From an optimization exercise on the open Yosys and OpenROAD flow, aimed at small area and a short achievable clock period; shortcuts taken in it are not production practice. RTL that was checked went through simulation tests only; none was proved equivalent to the original. Power and IR drop assume default switching activity.

==> flow/design.v <==
`timescale 1ns / 1ps
module processor_top (
    input wire clk,
    input wire resetn,
    input wire [15:0] instruction_input,
    input wire mem_write,
    output wire [15:0] PC_out
);
    integer i;
    reg st_e, st_w;                  
    wire st_f = ~st_e & ~st_w;
    always @(posedge clk or negedge resetn) begin
        if (!resetn) begin
            st_e <= 1'b0;
            st_w <= 1'b0;
        end else begin
            st_e <= st_f;
            st_w <= st_e;
        end
    end
    reg  [15:0] pc;
    wire [15:0] pc_next;
    always @(posedge clk or negedge resetn) begin
        if (!resetn)
            pc <= 16'd0;
        else if (st_w)
            pc <= pc_next;
    end
    assign PC_out = pc;
    reg [15:0] imem [0:31];
    reg [4:0]  ra;
    reg        pw;
    reg [4:0]  pa;
    reg [15:0] pd;
    always @(posedge clk) begin
        pw <= mem_write;
        pa <= pc[4:0];
        pd <= instruction_input;
        for (i = 0; i < 32; i = i + 1)
            if (pw && pa == i)
                imem[i] <= pd;
    end
    always @(posedge clk or negedge resetn) begin
        if (!resetn)
            ra <= 5'd0;
        else
            ra <= pc[4:0];
    end
    reg [15:0] imem_q;
    always @(*) begin
        imem_q = 16'd0;
        for (i = 0; i < 32; i = i + 1)
            imem_q = imem_q | ({16{ra == i}} & imem[i]);
    end
    reg [15:0] ir;
    always @(posedge clk) begin
        if (st_f)
            ir <= (pw && pa == ra) ? pd : imem_q;
    end
    wire [3:0] op = ir[15:12];
    wire [3:0] fn = ir[7:4];
    wire [3:0] rd = ir[11:8];
    wire [3:0] rs = ir[3:0];
    wire op_rr   = (op == 4'b0000);
    wire op_mem  = (op == 4'b0100);
    wire is_sub  = (op == 4'b1001) | (op == 4'b1011) | (op_rr & (fn == 4'b1001 | fn == 4'b1011));
    wire is_sext = (op == 4'b0101) | (op == 4'b1001) | (op == 4'b1011);
    wire is_zext = (op == 4'b0001) | (op == 4'b0010) | (op == 4'b0011) | (op == 4'b1101);
    wire is_lui  = (op == 4'b1111);
    wire is_lshi = (op == 4'b1000) & (fn[3:1] == 3'b000);
    wire c_sum   = (op == 4'b0101) | (op == 4'b1001) | (op_rr & (fn == 4'b0101 | fn == 4'b1001));
    wire c_and   = (op == 4'b0001) | (op_rr & fn == 4'b0001);
    wire c_xor   = (op == 4'b0011) | (op_rr & fn == 4'b0011);
    wire c_pass  = (op == 4'b1101) | is_lui | (op_rr & fn == 4'b1101);
    wire c_sh    = (op == 4'b1000);
    wire c_ld    = op_mem & (fn == 4'b0000);
    wire c_or    = (op == 4'b0010) | (op_rr & ~(fn == 4'b0101 | fn == 4'b1001 | fn == 4'b1011 |
                                                fn == 4'b0001 | fn == 4'b0011 | fn == 4'b1101));
    wire wen     = c_sum | c_and | c_xor | c_pass | c_sh | c_ld | c_or;
    reg [15:0] rf [0:15];
    reg [15:0] rv;
    wire [15:0] wd;
    wire        rf_we = st_w & wen;
    always @(posedge clk) begin
        for (i = 0; i < 16; i = i + 1)
            if (rf_we && rd == i)
                rf[i] <= wd;
    end
    always @(posedge clk or negedge resetn) begin
        if (!resetn)
            rv <= 16'd0;
        else
            for (i = 0; i < 16; i = i + 1)
                if (rf_we && rd == i)
                    rv[i] <= 1'b1;
    end
    reg [15:0] rdat_d, rdat_s;
    always @(*) begin
        rdat_d = 16'd0;
        rdat_s = 16'd0;
        for (i = 0; i < 16; i = i + 1) begin
            rdat_d = rdat_d | ({16{rd == i && rv[i]}} & rf[i]);
            rdat_s = rdat_s | ({16{rs == i && rv[i]}} & rf[i]);
        end
    end
    reg [15:0] A, B;
    reg        sub_q;                
    wire [15:0] yimm = is_lui  ? {ir[7:0], 8'h00} :
                       is_lshi ? {11'd0, ir[4:0]} :
                                 {{8{is_sext & ir[7]}}, ir[7:0]};
    wire        use_imm = is_sext | is_zext | is_lui | is_lshi;
    wire [15:0] y = use_imm ? yimm : rdat_s;
    always @(posedge clk) begin
        A <= rdat_d;
        B <= is_sub ? ~y : y;
        sub_q <= is_sub;
    end
    reg [15:0] dmem [0:31];
    reg        sp;                   
    always @(posedge clk) begin
        sp <= st_e & op_mem & (fn == 4'b0100);
        for (i = 0; i < 32; i = i + 1)
            if (sp && B[4:0] == i)
                dmem[i] <= A;
    end
    reg [15:0] mdata;
    always @(*) begin
        mdata = 16'd0;
        for (i = 0; i < 32; i = i + 1)
            mdata = mdata | ({16{B[4:0] == i}} & dmem[i]);
    end
    wire z = ~|(A | B);
    reg  taken;
    always @(*) begin
        case (rd)
            4'd0, 4'd13: taken = z;
            4'd1, 4'd12: taken = ~z;
            4'd3, 4'd5, 4'd7, 4'd9, 4'd10, 4'd14: taken = 1'b1;
            default: taken = 1'b0;
        endcase
    end
    wire is_jal = op_mem & (fn == 4'b1000);
    wire is_jc  = op_mem & (fn == 4'b1100);
    wire is_bc  = (op == 4'b1100);
    wire jump   = is_jal | (is_jc & taken);
    wire inc    = ~(is_bc & taken) | ir[0];
    wire [15:0] pc_inc = pc + 16'd1;
    assign pc_next = jump ? B : (inc ? pc_inc : pc);
    wire [16:0] sum1 = {A, 1'b1} + {B, sub_q};
    wire [15:0] sum  = sum1[16:1];
    wire [31:0] shx = {16'd0, A} << {~B[4], B[3:0]};
    assign wd = ({16{c_sum}}  & sum)      |
                ({16{c_and}}  & (A & B))  |
                ({16{c_or}}   & (A | B))  |
                ({16{c_xor}}  & (A ^ B))  |
                ({16{c_pass}} & B)        |
                ({16{c_sh}}   & shx[31:16]) |
                ({16{c_ld}}   & mdata);
endmodule
export LEC_CHECK = 0
export CAP_MARGIN = 20
export CORE_MARGIN = 2
export CORE_UTILIZATION = 55
export SLEW_MARGIN = 20
create_clock -name core_clock -period 15.0 [get_ports {clk}]
standard.sh (not shown) runs the stock make flow with config.mk's settings and CLKGATE_MAP_FILE= SYNTH_SCRIPT=/design/flow/synth_recipe.tcl, a recipe that flattens the netlist after the stock synthesis.
==> flow/flow/run.sh <==
#!/bin/bash
# The standard layout (the standard.sh: ORFS synthesis through finish), with timing repair
# asked to keep more setup slack than the clock period needs, so that it also shortens the paths
# that already meet the clock, and clock tree synthesis without dummy loads. The clock,
# constraints and everything else are the standard flow's.
set -euo pipefail
bash standard.sh SETUP_SLACK_MARGIN=11 \
  "CTS_ARGS=-sink_clustering_enable -repair_clock_nets -dont_use_dummy_load -sink_clustering_size 30 -sink_clustering_max_diameter 60" \
  finish > make_finish.log 2>&1
The starting point finished clean.
Change:
--- a/flow/design.v
+++ b/flow/design.v
@@ -30,14 +30,8 @@
     reg [15:0] imem [0:31];
     reg [4:0]  ra;
-    reg        pw;
-    reg [4:0]  pa;
-    reg [15:0] pd;
     always @(posedge clk) begin
-        pw <= mem_write;
-        pa <= pc[4:0];
-        pd <= instruction_input;
         for (i = 0; i < 32; i = i + 1)
-            if (pw && pa == i)
-                imem[i] <= pd;
+            if (mem_write && pc[4:0] == i)
+                imem[i] <= instruction_input;
     end
     always @(posedge clk or negedge resetn) begin
@@ -56,5 +50,5 @@
     always @(posedge clk) begin
         if (st_f)
-            ir <= (pw && pa == ra) ? pd : imem_q;
+            ir <= imem_q;
     end
     wire [3:0] op = ir[15:12];
What happened:
- The new run finished clean
- power came out lower by about 9%
- clock power came out lower by about 7%
- synthesized cell count came out lower by about 3%
- sequential power came out lower by about 4%
- routed wire length came out lower by about 2.3%
- worst hold slack is worse by 0.038 ns
- utilization came out lower by 0.35 points
- critical path depth stays the same
Only the layout flow was run in the second run of this note; the RTL was not checked for function there.

========
processor_top, a different RTL version from the one above (not shown whole).
Size in the first run: ~3400 cells after synthesis, ~35 I/O pins, about 53000 µm² of cells after synthesis.
export LEC_CHECK = 0
export CAP_MARGIN = 20
export CORE_MARGIN = 2
export CORE_UTILIZATION = 60
export PLACE_DENSITY = 0.66
export SLEW_MARGIN = 20
create_clock -name core_clock -period 15.0 [get_ports {clk}]
==> flow/flow/run.sh <==
#!/bin/bash
# The standard layout (the standard.sh: ORFS synthesis through finish), with timing repair
# asked to keep more setup slack than the clock period needs, so that it also shortens the paths
# that already meet the clock, and clock tree synthesis with larger sink clusters and without
# dummy loads. The clock, constraints and everything else are the standard flow's.
set -euo pipefail
bash standard.sh SETUP_SLACK_MARGIN=10.75 \
  "CTS_ARGS=-sink_clustering_enable -repair_clock_nets -dont_use_dummy_load -sink_clustering_size 36 -sink_clustering_max_diameter 65" \
  finish > make_finish.log 2>&1
Next try:
--- a/flow/design.v
+++ b/flow/design.v
@@ -112,37 +112,30 @@
     wire c_or    = (cls == 3'b010) | (oth & sop == 4'b0011);
     wire c_xor   = (cls == 3'b011) | (oth & sop == 4'b0100);
     wire c_pass  = (cls == 3'b101) | is_lui | (oth & sop == 4'b0101);
     wire c_sh    = oth & (sop == 4'b0110 | sop == 4'b0111 | sop == 4'b1000);
     wire c_ld    = oth & (sop == 4'b1001);
     wire wen     = c_sum | c_and | c_xor | c_pass | c_sh | c_ld | c_or;
     reg [15:0] rf [0:15];
     reg [15:0] rv;
     wire [15:0] wd;
-    reg         wen_q, wr_q;
-    reg  [15:0] res_q;
-    always @(posedge clk or negedge resetn) begin
-        if (!resetn) begin
+    reg         wen_q;
+    always @(posedge clk or negedge resetn) begin
+        if (!resetn)
             wen_q <= 1'b0;
-            wr_q  <= 1'b0;
-        end else begin
+        else
             wen_q <= st_e & wen;
-            wr_q  <= wen_q;
-        end
-    end
-    always @(posedge clk) begin
-        res_q <= wd;
-    end
-    wire        rf_we = wr_q;
+    end
+    wire        rf_we = wen_q;
     always @(posedge clk) begin
         for (i = 0; i < 16; i = i + 1)
             if (rf_we && rd == i)
-                rf[i] <= res_q;
+                rf[i] <= wd;
     end
     always @(posedge clk or negedge resetn) begin
         if (!resetn)
             rv <= 16'd0;
         else
             for (i = 0; i < 16; i = i + 1)
                 if (rf_we && rd == i)
                     rv[i] <= 1'b1;
     end
What happened: Fmax decreases by 0.40%; wire length rose by 0.98%; cell area stays flat; worst setup slack degrades by 0.017 ns; sequential share of layout area fell by 0.38 points; sequential power stays flat; count of clock-buffer cells in the layout stays the same; global-route usage goes up by 0.63 points; utilization hardly moves; critical path depth is unchanged.
The RTL of the second run of this note was laid out without a check of its function.

==> static timing again, ports no longer ideal <==
The flow's constraints put no driver on any port. The routed layouts listed below were extracted and timed again, unchanged, in two steps. Step 1: set_driving_cell puts a clkbuf_16 on clk and a buf_2 on each other input, an assumption about the parent block. Step 2 times the ports against the registers' clock, not the clock port: input delays grow and output delays shrink by t, the midpoint of the rising clock arrivals with the driver on. Slacks: ideal ports / drivers / drivers and shift; pairs: ideal ports / drivers.
| run | t, ns | setup slack, ns | worst setup path after step 2 |
|---|---|---|---|
| the first run of note 1 | 0.763 | 10.740 / 10.669 / 11.049 | register to register |
| the second run of note 1 | 0.748 | 10.632 / 10.558 / 10.188 | input to register |
| the first run of note 2 | 0.707 | 10.750 / 10.682 / 10.107 | input to register |
| the second run of note 2 | 0.702 | 10.733 / 10.662 / 9.970 | input to register |
After both steps every run listed still meets setup and hold. The setup slack of the second run of note 2, which loses most, moves by -0.071 ns with the drivers and by -0.763 ns with both steps.
